Context: an optimization exercise on an open-source flow, tuned for small area. The choices shown serve that exercise and are no tape-out recipe.
The RTL was checked by simulation tests, not by an equivalence proof against the original design.

==> build 12 <==
==> flow/design.v (excerpt) <==
module fir_H(xIn,sample,clk,reset,yOut,mode);
input mode;
input sample, clk, reset;
input[15:0] xIn;
output reg[15:0] yOut;
	reg [495:0] ring;           
	reg [4:0] r;                
	reg [15:0] xb;              
	reg [4:0] ph;               
	reg [4:0] u;                
	reg [31:0] acc;
	wire busy = |ph;            
	wire ld = &ph;              
	wire rest = ~busy & ~sample;    
	wire [4:0] rn = ~r;
	wire [3:0] an;
	wire [7:0] bn;
	wire [30:0] sel;
	genvar g;
	generate for (g = 0; g < 4; g = g + 1) begin : pa
		nand2 p(.a(g & 1 ? r[0] : rn[0]), .b(g & 2 ? r[1] : rn[1]), .y(an[g]));
	end
	for (g = 0; g < 8; g = g + 1) begin : pb
		nand3 p(.a(g & 1 ? r[2] : rn[2]), .b(g & 2 ? r[3] : rn[3]), .c(g & 4 ? r[4] : rn[4]), .y(bn[g]));
	end
	for (g = 0; g < 31; g = g + 1) begin : dl
		nor2 l(.a(an[g % 4]), .b(bn[g / 4]), .y(sel[g]));
	end endgenerate
	wire eq;
	eq5 cmp_ins(.a(ph), .b(r), .y(eq));
	wire ins = busy & (eq | (ld & sel[0]));
	wire [15:0] fb;
	generate for (g = 0; g < 16; g = g + 1) begin : fbm
		mux2 m(.a(ring[g]), .b(xb[g]), .s(ins), .y(fb[g]));
	end endgenerate
	always @(posedge clk)
		ring <= {fb, ring[495:16]};
	always @(posedge clk)
		if (!busy) xb <= xIn;
	wire [4:0] rdec;
	dec5 rd(.a(r), .y(rdec));
	wire [4:0] rnext = {rdec[4:1], rdec[0] & ~sel[0]} & {5{~reset}};
	always @(posedge clk)
		if (reset | rest) r <= rnext;
	wire [15:0] hn;
  ...
==> module inc5, before the edit <==
module inc5(a,y);                 
input[4:0] a;
output[4:0] y;
assign y[0] = ~a[0];
assign y[1] = a[1] ^ a[0];
assign y[2] = a[2] ^ (a[1] & a[0]);
assign y[3] = a[3] ^ (a[2] & a[1] & a[0]);
assign y[4] = a[4] ^ (a[3] & a[2] & a[1] & a[0]);
endmodule
==> module dec5, before the edit <==
module dec5(a,y);                 
input[4:0] a;
output[4:0] y;
assign y[0] = ~a[0];
assign y[1] = a[1] ^ ~a[0];
assign y[2] = a[2] ^ ~(a[1] | a[0]);
assign y[3] = a[3] ^ ~(a[2] | a[1] | a[0]);
assign y[4] = a[4] ^ ~(a[3] | a[2] | a[1] | a[0]);
endmodule
==> module eq5, before the edit <==
module eq5(a,b,y);                
input[4:0] a,b;
output y;
assign y = ~|(a ^ b);
endmodule
==> module lt5, before the edit <==
module lt5(a,b,y);                
input[4:0] a,b;
output y;
wire [4:0] l;
assign l[0] = ~a[0] & b[0];
genvar i;
generate for (i = 1; i < 5; i = i + 1) begin : bw
	assign l[i] = (~a[i] & b[i]) | (~a[i] & l[i-1]) | (b[i] & l[i-1]);
end endgenerate
assign y = l[4];
endmodule
==> module mux2, before the edit <==
module mux2(a,b,s,y);             
input a,b,s;
output y;
assign y = s ? b : a;
endmodule
==> module ao21, before the edit <==
module ao21(a1,a2,b1,y);
input a1,a2,b1;
output y;
assign y = (a1 & a2) | b1;
endmodule
==> module and2, before the edit <==
module and2(a,b,y);
input a,b;
output y;
assign y = a & b;
endmodule
==> module ybit, before the edit <==
module ybit(a,a31n,sat,rst,y);    
input a,a31n,sat,rst;
output y;
assign y = ~rst & (sat ? a31n : a);
endmodule
==> module fir_H, before the edit <==
module fir_H(xIn,sample,clk,reset,yOut,mode);
input mode;
input sample, clk, reset;
input[15:0] xIn;
output reg[15:0] yOut;
	reg [495:0] ring;           
	reg [4:0] r;                
	reg [15:0] xb;              
	reg [4:0] ph;               
	reg [4:0] u;                
	reg [31:0] acc;
	wire busy = |ph;            
	wire ld = &ph;              
	wire rest = ~busy & ~sample;    
	wire [4:0] rn = ~r;
	wire [3:0] an;
	wire [7:0] bn;
	wire [30:0] sel;
	genvar g;
	generate for (g = 0; g < 4; g = g + 1) begin : pa
		nand2 p(.a(g & 1 ? r[0] : rn[0]), .b(g & 2 ? r[1] : rn[1]), .y(an[g]));
	end
	for (g = 0; g < 8; g = g + 1) begin : pb
		nand3 p(.a(g & 1 ? r[2] : rn[2]), .b(g & 2 ? r[3] : rn[3]), .c(g & 4 ? r[4] : rn[4]), .y(bn[g]));
	end
	for (g = 0; g < 31; g = g + 1) begin : dl
		nor2 l(.a(an[g % 4]), .b(bn[g / 4]), .y(sel[g]));
	end endgenerate
	wire eq;
	eq5 cmp_ins(.a(ph), .b(r), .y(eq));
	wire ins = busy & (eq | (ld & sel[0]));
	wire [15:0] fb;
	generate for (g = 0; g < 16; g = g + 1) begin : fbm
		mux2 m(.a(ring[g]), .b(xb[g]), .s(ins), .y(fb[g]));
	end endgenerate
	always @(posedge clk)
		ring <= {fb, ring[495:16]};
	always @(posedge clk)
		if (!busy) xb <= xIn;
	wire [4:0] rdec;
	dec5 rd(.a(r), .y(rdec));
	wire [4:0] rnext = {rdec[4:1], rdec[0] & ~sel[0]} & {5{~reset}};
	always @(posedge clk)
		if (reset | rest) r <= rnext;
	wire [15:0] hn;
	generate for (g = 0; g < 16; g = g + 1) begin : rb
		wire [30:0] d;
		genvar w;
		for (w = 0; w < 31; w = w + 1) begin : dw
			assign d[w] = ring[16*w + g];
		end
		rmux m(.d(d), .sel(sel), .yn(hn[g]));
	end endgenerate
	wire [4:0] phinc;
	inc5 pi(.a(ph), .y(phinc));
	wire cnt = ~reset & (sample | busy);
	always @(posedge clk)
		ph <= phinc & {5{cnt}};
	wire [4:0] udec;
	dec5 ud(.a(u), .y(udec));
	always @(posedge clk)
		if (reset | (ld & (|u))) u <= udec | {5{reset}};
	wire [7:0] onen, twon, neg;
	h_rom_h rom(.addr(ph), .mode(mode), .onen(onen), .twon(twon), .neg(neg));
	wire [32:0] s;
	mac mac0(.hn(hn), .acc(acc), .onen(onen), .twon(twon), .neg(neg), .s(s));
	wire lt;
	lt5 cmp_u(.a(ph), .b(u), .y(lt));
	wire clr = reset | ld | rest | lt;
	wire ovp = ~s[32] & s[31];      
	wire ovn = s[32] & ~s[31];      
	wire keep = ~(clr | ovp | ovn);
	wire setp = ~clr & ovp;
	wire setn = ~clr & ovn;
	wire [31:0] accd;
	generate for (g = 0; g < 32; g = g + 1) begin : ab
		if (g < 27) ao21 a(.a1(s[g]), .a2(keep), .b1(setp), .y(accd[g]));
		else if (g < 31) and2 a(.a(s[g]), .b(keep), .y(accd[g]));
		else ao21 a(.a1(s[g]), .a2(keep), .b1(setn), .y(accd[g]));
	end endgenerate
	always @(posedge clk)
		acc <= accd;
	wire sat = acc[31] ^ acc[30];
	wire a31n = ~acc[31];
	wire [15:0] yd;
	generate for (g = 0; g < 15; g = g + 1) begin : yb
		ybit b(.a(acc[15+g]), .a31n(a31n), .sat(sat), .rst(reset), .y(yd[g]));
	end endgenerate
	assign yd[15] = acc[31] & ~reset;
	always @(posedge clk)
		if (reset | ld) yOut <= yd;
endmodule
==> flow/config.mk <==
export PLATFORM = sky130hd
export DESIGN_NAME = fir_H
export DESIGN_NICKNAME = fir_H
export VERILOG_FILES = /design/flow/design.v
export SDC_FILE = /design/flow/constraint.sdc
export NUM_CORES = 4
export LEC_CHECK = 0
export CAP_MARGIN = 20
export CORE_MARGIN = 2
export CORE_UTILIZATION = 60
export SLEW_MARGIN = 20
export SYNTH_HIERARCHICAL = 1
==> flow/constraint.sdc <==
create_clock -name core_clock -period 25.0 [get_ports {clk}]
set_input_delay 5.0000 -clock core_clock [delete_from_list [all_inputs] [get_ports {clk}]]
set_output_delay 5.0000 -clock core_clock [all_outputs]
set_load 0.01 [all_outputs]
standard.sh (not shown) runs the stock make flow with config.mk's settings and CLKGATE_MAP_FILE= SYNTH_SCRIPT=/design/flow/synth_recipe.tcl, a recipe that flattens the netlist after the stock synthesis.
==> flow/flow/run.sh <==
#!/bin/bash
# Layout flow: the standard ORFS flow (standard.sh) with two changes:
#  - before the resizer's repair_design, every cell is set to its smallest
#    drive strength (flow/downsize.tcl); repair_design sizes up what needs it;
#  - clock tree synthesis without dummy loads, with clkbuf_8 buffers and
#    sink clusters of up to 20 flip-flops (CTS_ARGS).
# make's output goes to standard.log; ORFS keeps each step's log in orfs/logs.
set -euo pipefail
here=$(pwd)
export PRE_RESIZE_TCL=$here/flow/downsize.tcl
export REMOVE_ABC_BUFFERS=1
export BUFFER_PORTS_ARGS="-buffer_cell sky130_fd_sc_hd__buf_1"
export CTS_ARGS="-sink_clustering_enable -repair_clock_nets -dont_use_dummy_load -sink_clustering_size 20 -sink_clustering_max_diameter 70 -buf_list sky130_fd_sc_hd__clkbuf_8"
bash standard.sh > standard.log 2>&1
==> flow/flow/downsize.tcl <==
# Before the resizer's repair_design (PRE_RESIZE hook): give every cell the
# smallest drive strength of its function.  Synthesis sizes cells for speed
# that this design, with its long clock period, does not need; repair_design
# then upsizes or buffers wherever slew, capacitance or fanout need it.
set db [ord::get_db]
set block [ord::get_db_block]
set dont_use $::env(DONT_USE_CELLS)
set count 0
foreach inst [$block getInsts] {
  set m [$inst getMaster]
  set name [$m getName]
  if { ![regexp {^(sky130_fd_sc_hd__[a-z0-9]+)_([0-9]+)$} $name -> base drive] } { continue }
  if { [$inst isFixed] } { continue }
  set best $m
  foreach d {0 1 2 3 4 6 8 12 16} {
    set cname ${base}_$d
    if { [lsearch -exact $dont_use $cname] >= 0 } { continue }
    set c [$db findMaster $cname]
    if { $c == "NULL" || $c == "" } { continue }
    if { [$c getWidth] < [$best getWidth] } { set best $c }
  }
  if { $best != $m } {
    set p1 [lsort [lmap t [$m getMTerms] {$t getName}]]
    set p2 [lsort [lmap t [$best getMTerms] {$t getName}]]
    if { $p1 eq $p2 } {
      $inst swapMaster $best
      incr count
    }
  }
}
puts "downsize: $count instances set to their smallest drive strength"
==> inputs of build 34, as changes to build 12 <==
--- a/flow/design.v
+++ b/flow/design.v
@@ -694,60 +694,6 @@
 nand3 o2(.a(t[8]), .b(t[9]), .c(t[10]), .y(o[2]));
 nor3 o3(.a(o[0]), .b(o[1]), .c(o[2]), .y(yn));
 endmodule
-module inc5(a,y);                 
-input[4:0] a;
-output[4:0] y;
-assign y[0] = ~a[0];
-assign y[1] = a[1] ^ a[0];
-assign y[2] = a[2] ^ (a[1] & a[0]);
-assign y[3] = a[3] ^ (a[2] & a[1] & a[0]);
-assign y[4] = a[4] ^ (a[3] & a[2] & a[1] & a[0]);
-endmodule
-module dec5(a,y);                 
-input[4:0] a;
-output[4:0] y;
-assign y[0] = ~a[0];
-assign y[1] = a[1] ^ ~a[0];
-assign y[2] = a[2] ^ ~(a[1] | a[0]);
-assign y[3] = a[3] ^ ~(a[2] | a[1] | a[0]);
-assign y[4] = a[4] ^ ~(a[3] | a[2] | a[1] | a[0]);
-endmodule
-module eq5(a,b,y);                
-input[4:0] a,b;
-output y;
-assign y = ~|(a ^ b);
-endmodule
-module lt5(a,b,y);                
-input[4:0] a,b;
-output y;
-wire [4:0] l;
-assign l[0] = ~a[0] & b[0];
-genvar i;
-generate for (i = 1; i < 5; i = i + 1) begin : bw
-	assign l[i] = (~a[i] & b[i]) | (~a[i] & l[i-1]) | (b[i] & l[i-1]);
-end endgenerate
-assign y = l[4];
-endmodule
-module mux2(a,b,s,y);             
-input a,b,s;
-output y;
-assign y = s ? b : a;
-endmodule
-module ao21(a1,a2,b1,y);
-input a1,a2,b1;
-output y;
-assign y = (a1 & a2) | b1;
-endmodule
-module and2(a,b,y);
-input a,b;
-output y;
-assign y = a & b;
-endmodule
-module ybit(a,a31n,sat,rst,y);    
-input a,a31n,sat,rst;
-output y;
-assign y = ~rst & (sat ? a31n : a);
-endmodule
 module h_rom_h(addr,mode,onen,twon,neg);
 input mode;
 input[4:0] addr;
@@ -972,41 +918,24 @@
 	reg [4:0] ph;               
 	reg [4:0] u;                
 	reg [31:0] acc;
-	wire busy = |ph;            
-	wire ld = &ph;              
-	wire rest = ~busy & ~sample;    
-	wire [4:0] rn = ~r;
-	wire [3:0] an;
-	wire [7:0] bn;
-	wire [30:0] sel;
-	genvar g;
-	generate for (g = 0; g < 4; g = g + 1) begin : pa
-		nand2 p(.a(g & 1 ? r[0] : rn[0]), .b(g & 2 ? r[1] : rn[1]), .y(an[g]));
-	end
-	for (g = 0; g < 8; g = g + 1) begin : pb
-		nand3 p(.a(g & 1 ? r[2] : rn[2]), .b(g & 2 ? r[3] : rn[3]), .c(g & 4 ? r[4] : rn[4]), .y(bn[g]));
-	end
-	for (g = 0; g < 31; g = g + 1) begin : dl
-		nor2 l(.a(an[g % 4]), .b(bn[g / 4]), .y(sel[g]));
-	end endgenerate
-	wire eq;
-	eq5 cmp_ins(.a(ph), .b(r), .y(eq));
-	wire ins = busy & (eq | (ld & sel[0]));
-	wire [15:0] fb;
-	generate for (g = 0; g < 16; g = g + 1) begin : fbm
-		mux2 m(.a(ring[g]), .b(xb[g]), .s(ins), .y(fb[g]));
-	end endgenerate
+	wire start = sample & ~reset & (ph == 5'd0);
+	wire busy = (ph != 5'd0);
+	wire ins = busy & ((ph == r) | ((ph == 5'd31) & (r == 5'd0)));
+	wire [15:0] fb = ins ? xb : ring[15:0];
 	always @(posedge clk)
 		ring <= {fb, ring[495:16]};
 	always @(posedge clk)
 		if (!busy) xb <= xIn;
-	wire [4:0] rdec;
-	dec5 rd(.a(r), .y(rdec));
-	wire [4:0] rnext = {rdec[4:1], rdec[0] & ~sel[0]} & {5{~reset}};
 	always @(posedge clk)
-		if (reset | rest) r <= rnext;
+		if (reset) r <= 5'd0;
+		else if (!(start | busy)) r <= (r == 5'd0) ? 5'd30 : r - 5'd1;
 	wire [15:0] hn;
-	generate for (g = 0; g < 16; g = g + 1) begin : rb
+	wire [30:0] sel;
+	genvar g;
+	generate for (g = 0; g < 31; g = g + 1) begin : rd
+		assign sel[g] = (r == g);
+	end
+	for (g = 0; g < 16; g = g + 1) begin : rb
 		wire [30:0] d;
 		genvar w;
 		for (w = 0; w < 31; w = w + 1) begin : dw
@@ -1014,42 +943,23 @@
 		end
 		rmux m(.d(d), .sel(sel), .yn(hn[g]));
 	end endgenerate
-	wire [4:0] phinc;
-	inc5 pi(.a(ph), .y(phinc));
-	wire cnt = ~reset & (sample | busy);
 	always @(posedge clk)
-		ph <= phinc & {5{cnt}};
-	wire [4:0] udec;
-	dec5 ud(.a(u), .y(udec));
+		if (reset) ph <= 5'd0;
+		else if (start | busy) ph <= ph + 5'd1;
 	always @(posedge clk)
-		if (reset | (ld & (|u))) u <= udec | {5{reset}};
+		if (reset) u <= 5'd31;
+		else if (ph == 5'd31 && u != 5'd0) u <= u - 5'd1;
 	wire [7:0] onen, twon, neg;
 	h_rom_h rom(.addr(ph), .mode(mode), .onen(onen), .twon(twon), .neg(neg));
 	wire [32:0] s;
 	mac mac0(.hn(hn), .acc(acc), .onen(onen), .twon(twon), .neg(neg), .s(s));
-	wire lt;
-	lt5 cmp_u(.a(ph), .b(u), .y(lt));
-	wire clr = reset | ld | rest | lt;
-	wire ovp = ~s[32] & s[31];      
-	wire ovn = s[32] & ~s[31];      
-	wire keep = ~(clr | ovp | ovn);
-	wire setp = ~clr & ovp;
-	wire setn = ~clr & ovn;
-	wire [31:0] accd;
-	generate for (g = 0; g < 32; g = g + 1) begin : ab
-		if (g < 27) ao21 a(.a1(s[g]), .a2(keep), .b1(setp), .y(accd[g]));
-		else if (g < 31) and2 a(.a(s[g]), .b(keep), .y(accd[g]));
-		else ao21 a(.a1(s[g]), .a2(keep), .b1(setn), .y(accd[g]));
-	end endgenerate
+	wire [31:0] sat = (s[32] == s[31]) ? s[31:0] : (s[32] ? 32'h8000_0000 : 32'h07ff_ffff);
+	wire clr = reset | (ph == 5'd31) | (~busy & ~sample) | (ph < u);
 	always @(posedge clk)
-		acc <= accd;
-	wire sat = acc[31] ^ acc[30];
-	wire a31n = ~acc[31];
-	wire [15:0] yd;
-	generate for (g = 0; g < 15; g = g + 1) begin : yb
-		ybit b(.a(acc[15+g]), .a31n(a31n), .sat(sat), .rst(reset), .y(yd[g]));
-	end endgenerate
-	assign yd[15] = acc[31] & ~reset;
+		acc <= clr ? 32'd0 : sat;
+	wire [15:0] y = acc[31] ? (acc[30] ? acc[30:15] : 16'h8000)
+	                        : (acc[30] ? 16'h7fff : acc[30:15]);
 	always @(posedge clk)
-		if (reset | ld) yOut <= yd;
+		if (reset) yOut <= 16'd0;
+		else if (ph == 5'd31) yOut <= y;
 endmodule
==> flow/flow/run.sh (replaced) <==
#!/bin/bash
# Layout flow: the standard ORFS flow (standard.sh) with two changes:
#  - before the resizer's repair_design, every cell is set to its smallest
#    drive strength (flow/downsize.tcl); repair_design sizes up what needs it;
#  - clock tree synthesis without dummy loads (CTS_ARGS).
# make's output goes to standard.log; ORFS keeps each step's log in orfs/logs.
set -euo pipefail
here=$(pwd)
export PRE_RESIZE_TCL=$here/flow/downsize.tcl
export REMOVE_ABC_BUFFERS=1
export BUFFER_PORTS_ARGS="-buffer_cell sky130_fd_sc_hd__buf_1"
export CTS_ARGS="-sink_clustering_enable -repair_clock_nets -dont_use_dummy_load -sink_clustering_size 28 -sink_clustering_max_diameter 100"
bash standard.sh > standard.log 2>&1
CAP_MARGIN = 5   (was 20)
SLEW_MARGIN = 5   (was 20)
==> inputs of build 65, as changes to build 12 <==
--- a/flow/design.v
+++ b/flow/design.v
@@ -694,60 +694,6 @@
 nand3 o2(.a(t[8]), .b(t[9]), .c(t[10]), .y(o[2]));
 nor3 o3(.a(o[0]), .b(o[1]), .c(o[2]), .y(yn));
 endmodule
-module inc5(a,y);                 
-input[4:0] a;
-output[4:0] y;
-assign y[0] = ~a[0];
-assign y[1] = a[1] ^ a[0];
-assign y[2] = a[2] ^ (a[1] & a[0]);
-assign y[3] = a[3] ^ (a[2] & a[1] & a[0]);
-assign y[4] = a[4] ^ (a[3] & a[2] & a[1] & a[0]);
-endmodule
-module dec5(a,y);                 
-input[4:0] a;
-output[4:0] y;
-assign y[0] = ~a[0];
-assign y[1] = a[1] ^ ~a[0];
-assign y[2] = a[2] ^ ~(a[1] | a[0]);
-assign y[3] = a[3] ^ ~(a[2] | a[1] | a[0]);
-assign y[4] = a[4] ^ ~(a[3] | a[2] | a[1] | a[0]);
-endmodule
-module eq5(a,b,y);                
-input[4:0] a,b;
-output y;
-assign y = ~|(a ^ b);
-endmodule
-module lt5(a,b,y);                
-input[4:0] a,b;
-output y;
-wire [4:0] l;
-assign l[0] = ~a[0] & b[0];
-genvar i;
-generate for (i = 1; i < 5; i = i + 1) begin : bw
-	assign l[i] = (~a[i] & b[i]) | (~a[i] & l[i-1]) | (b[i] & l[i-1]);
-end endgenerate
-assign y = l[4];
-endmodule
-module mux2(a,b,s,y);             
-input a,b,s;
-output y;
-assign y = s ? b : a;
-endmodule
-module ao21(a1,a2,b1,y);
-input a1,a2,b1;
-output y;
-assign y = (a1 & a2) | b1;
-endmodule
-module and2(a,b,y);
-input a,b;
-output y;
-assign y = a & b;
-endmodule
-module ybit(a,a31n,sat,rst,y);    
-input a,a31n,sat,rst;
-output y;
-assign y = ~rst & (sat ? a31n : a);
-endmodule
 module h_rom_h(addr,mode,onen,twon,neg);
 input mode;
 input[4:0] addr;
@@ -972,41 +918,24 @@
 	reg [4:0] ph;               
 	reg [4:0] u;                
 	reg [31:0] acc;
-	wire busy = |ph;            
-	wire ld = &ph;              
-	wire rest = ~busy & ~sample;    
-	wire [4:0] rn = ~r;
-	wire [3:0] an;
-	wire [7:0] bn;
-	wire [30:0] sel;
-	genvar g;
-	generate for (g = 0; g < 4; g = g + 1) begin : pa
-		nand2 p(.a(g & 1 ? r[0] : rn[0]), .b(g & 2 ? r[1] : rn[1]), .y(an[g]));
-	end
-	for (g = 0; g < 8; g = g + 1) begin : pb
-		nand3 p(.a(g & 1 ? r[2] : rn[2]), .b(g & 2 ? r[3] : rn[3]), .c(g & 4 ? r[4] : rn[4]), .y(bn[g]));
-	end
-	for (g = 0; g < 31; g = g + 1) begin : dl
-		nor2 l(.a(an[g % 4]), .b(bn[g / 4]), .y(sel[g]));
-	end endgenerate
-	wire eq;
-	eq5 cmp_ins(.a(ph), .b(r), .y(eq));
-	wire ins = busy & (eq | (ld & sel[0]));
-	wire [15:0] fb;
-	generate for (g = 0; g < 16; g = g + 1) begin : fbm
-		mux2 m(.a(ring[g]), .b(xb[g]), .s(ins), .y(fb[g]));
-	end endgenerate
+	wire start = sample & ~reset & (ph == 5'd0);
+	wire busy = (ph != 5'd0);
+	wire ins = busy & ((ph == r) | ((ph == 5'd31) & (r == 5'd0)));
+	wire [15:0] fb = ins ? xb : ring[15:0];
 	always @(posedge clk)
 		ring <= {fb, ring[495:16]};
 	always @(posedge clk)
 		if (!busy) xb <= xIn;
-	wire [4:0] rdec;
-	dec5 rd(.a(r), .y(rdec));
-	wire [4:0] rnext = {rdec[4:1], rdec[0] & ~sel[0]} & {5{~reset}};
 	always @(posedge clk)
-		if (reset | rest) r <= rnext;
+		if (reset) r <= 5'd0;
+		else if (!(start | busy)) r <= (r == 5'd0) ? 5'd30 : r - 5'd1;
 	wire [15:0] hn;
-	generate for (g = 0; g < 16; g = g + 1) begin : rb
+	wire [30:0] sel;
+	genvar g;
+	generate for (g = 0; g < 31; g = g + 1) begin : rd
+		assign sel[g] = (r == g);
+	end
+	for (g = 0; g < 16; g = g + 1) begin : rb
 		wire [30:0] d;
 		genvar w;
 		for (w = 0; w < 31; w = w + 1) begin : dw
@@ -1014,42 +943,23 @@
 		end
 		rmux m(.d(d), .sel(sel), .yn(hn[g]));
 	end endgenerate
-	wire [4:0] phinc;
-	inc5 pi(.a(ph), .y(phinc));
-	wire cnt = ~reset & (sample | busy);
 	always @(posedge clk)
-		ph <= phinc & {5{cnt}};
-	wire [4:0] udec;
-	dec5 ud(.a(u), .y(udec));
+		if (reset) ph <= 5'd0;
+		else if (start | busy) ph <= ph + 5'd1;
 	always @(posedge clk)
-		if (reset | (ld & (|u))) u <= udec | {5{reset}};
+		if (reset) u <= 5'd31;
+		else if (ph == 5'd31 && u != 5'd0) u <= u - 5'd1;
 	wire [7:0] onen, twon, neg;
 	h_rom_h rom(.addr(ph), .mode(mode), .onen(onen), .twon(twon), .neg(neg));
 	wire [32:0] s;
 	mac mac0(.hn(hn), .acc(acc), .onen(onen), .twon(twon), .neg(neg), .s(s));
-	wire lt;
-	lt5 cmp_u(.a(ph), .b(u), .y(lt));
-	wire clr = reset | ld | rest | lt;
-	wire ovp = ~s[32] & s[31];      
-	wire ovn = s[32] & ~s[31];      
-	wire keep = ~(clr | ovp | ovn);
-	wire setp = ~clr & ovp;
-	wire setn = ~clr & ovn;
-	wire [31:0] accd;
-	generate for (g = 0; g < 32; g = g + 1) begin : ab
-		if (g < 27) ao21 a(.a1(s[g]), .a2(keep), .b1(setp), .y(accd[g]));
-		else if (g < 31) and2 a(.a(s[g]), .b(keep), .y(accd[g]));
-		else ao21 a(.a1(s[g]), .a2(keep), .b1(setn), .y(accd[g]));
-	end endgenerate
+	wire [31:0] sat = (s[32] == s[31]) ? s[31:0] : (s[32] ? 32'h8000_0000 : 32'h07ff_ffff);
+	wire clr = reset | (ph == 5'd31) | (~busy & ~sample) | (ph < u);
 	always @(posedge clk)
-		acc <= accd;
-	wire sat = acc[31] ^ acc[30];
-	wire a31n = ~acc[31];
-	wire [15:0] yd;
-	generate for (g = 0; g < 15; g = g + 1) begin : yb
-		ybit b(.a(acc[15+g]), .a31n(a31n), .sat(sat), .rst(reset), .y(yd[g]));
-	end endgenerate
-	assign yd[15] = acc[31] & ~reset;
+		acc <= clr ? 32'd0 : sat;
+	wire [15:0] y = acc[31] ? (acc[30] ? acc[30:15] : 16'h8000)
+	                        : (acc[30] ? 16'h7fff : acc[30:15]);
 	always @(posedge clk)
-		if (reset | ld) yOut <= yd;
+		if (reset) yOut <= 16'd0;
+		else if (ph == 5'd31) yOut <= y;
 endmodule
==> flow/flow/run.sh (replaced) <==
#!/bin/bash
# Layout flow: the standard ORFS flow (standard.sh) with two changes:
#  - before the resizer's repair_design, every cell is set to its smallest
#    drive strength (flow/downsize.tcl); repair_design sizes up what needs it;
#  - clock tree synthesis without dummy loads (CTS_ARGS).
# make's output goes to standard.log; ORFS keeps each step's log in orfs/logs.
set -euo pipefail
here=$(pwd)
export PRE_RESIZE_TCL=$here/flow/downsize.tcl
export REMOVE_ABC_BUFFERS=1
export BUFFER_PORTS_ARGS="-buffer_cell sky130_fd_sc_hd__buf_1"
export CTS_ARGS="-sink_clustering_enable -repair_clock_nets -dont_use_dummy_load -sink_clustering_size 28 -sink_clustering_max_diameter 100"
bash standard.sh > standard.log 2>&1
==> qor summary <==
metric	build 65	build 12	build 34
Status	complete, no violations	complete, no violations	complete, no violations
Worst hold slack	0.298 ns	0.294 ns	0.296 ns
Hold Startpoint	ring[232]$_DFF_P_	ring[438]$_DFF_P_	ring[232]$_DFF_P_
Initial core utilization	0.607	0.605	0.607
Vias per Instance	6.29	6.24	6.30
Setup slack of the critical path after layout	5.61 ns	5.96 ns	5.45 ns
Routed wl met3	3580 um	5060 um	3740 um
Vias after detailed routing	15300	14100	15300
Global-route track usage on met3	0.0394	0.0794	0.0421
Met2 wire length	24700 um	24500 um	24700 um
Clk root buf	clkbuf_16	clkbuf_8	clkbuf_16

==> what the ideal ports hide <==
In the flow no input, the clock included, has a driving cell. The finished layouts below were timed again as built, in two steps. Step 1 (the two cells are an assumption about what drives the block):
set clk [get_ports {clk}]
set_driving_cell -lib_cell sky130_fd_sc_hd__clkbuf_16 $clk
set_driving_cell -lib_cell sky130_fd_sc_hd__buf_2 [delete_from_list [all_inputs] $clk]
Step 2 also shifts input and output timing later by t, the mid clock arrival at the registers, as if the neighbouring blocks saw the same clock. a / b / c = no drivers / after step 1 / after step 2; a / b = the first two.
run | t (ns) | setup slack, ns | latest minus earliest clock arrival (ns)
build 12 | 0.649 | 5.960 / 5.988 / 5.339 | 0.122 / 0.122
build 34 | 0.624 | 5.454 / 5.482 / 4.858 | 0.084 / 0.084
build 65 | 0.618 | 5.611 / 5.638 / 5.020 | 0.075 / 0.074
After both steps every run listed still meets setup and hold. For build 12, which loses most, drivers alone change the setup slack by +0.028 ns; drivers and shift together by -0.621 ns.
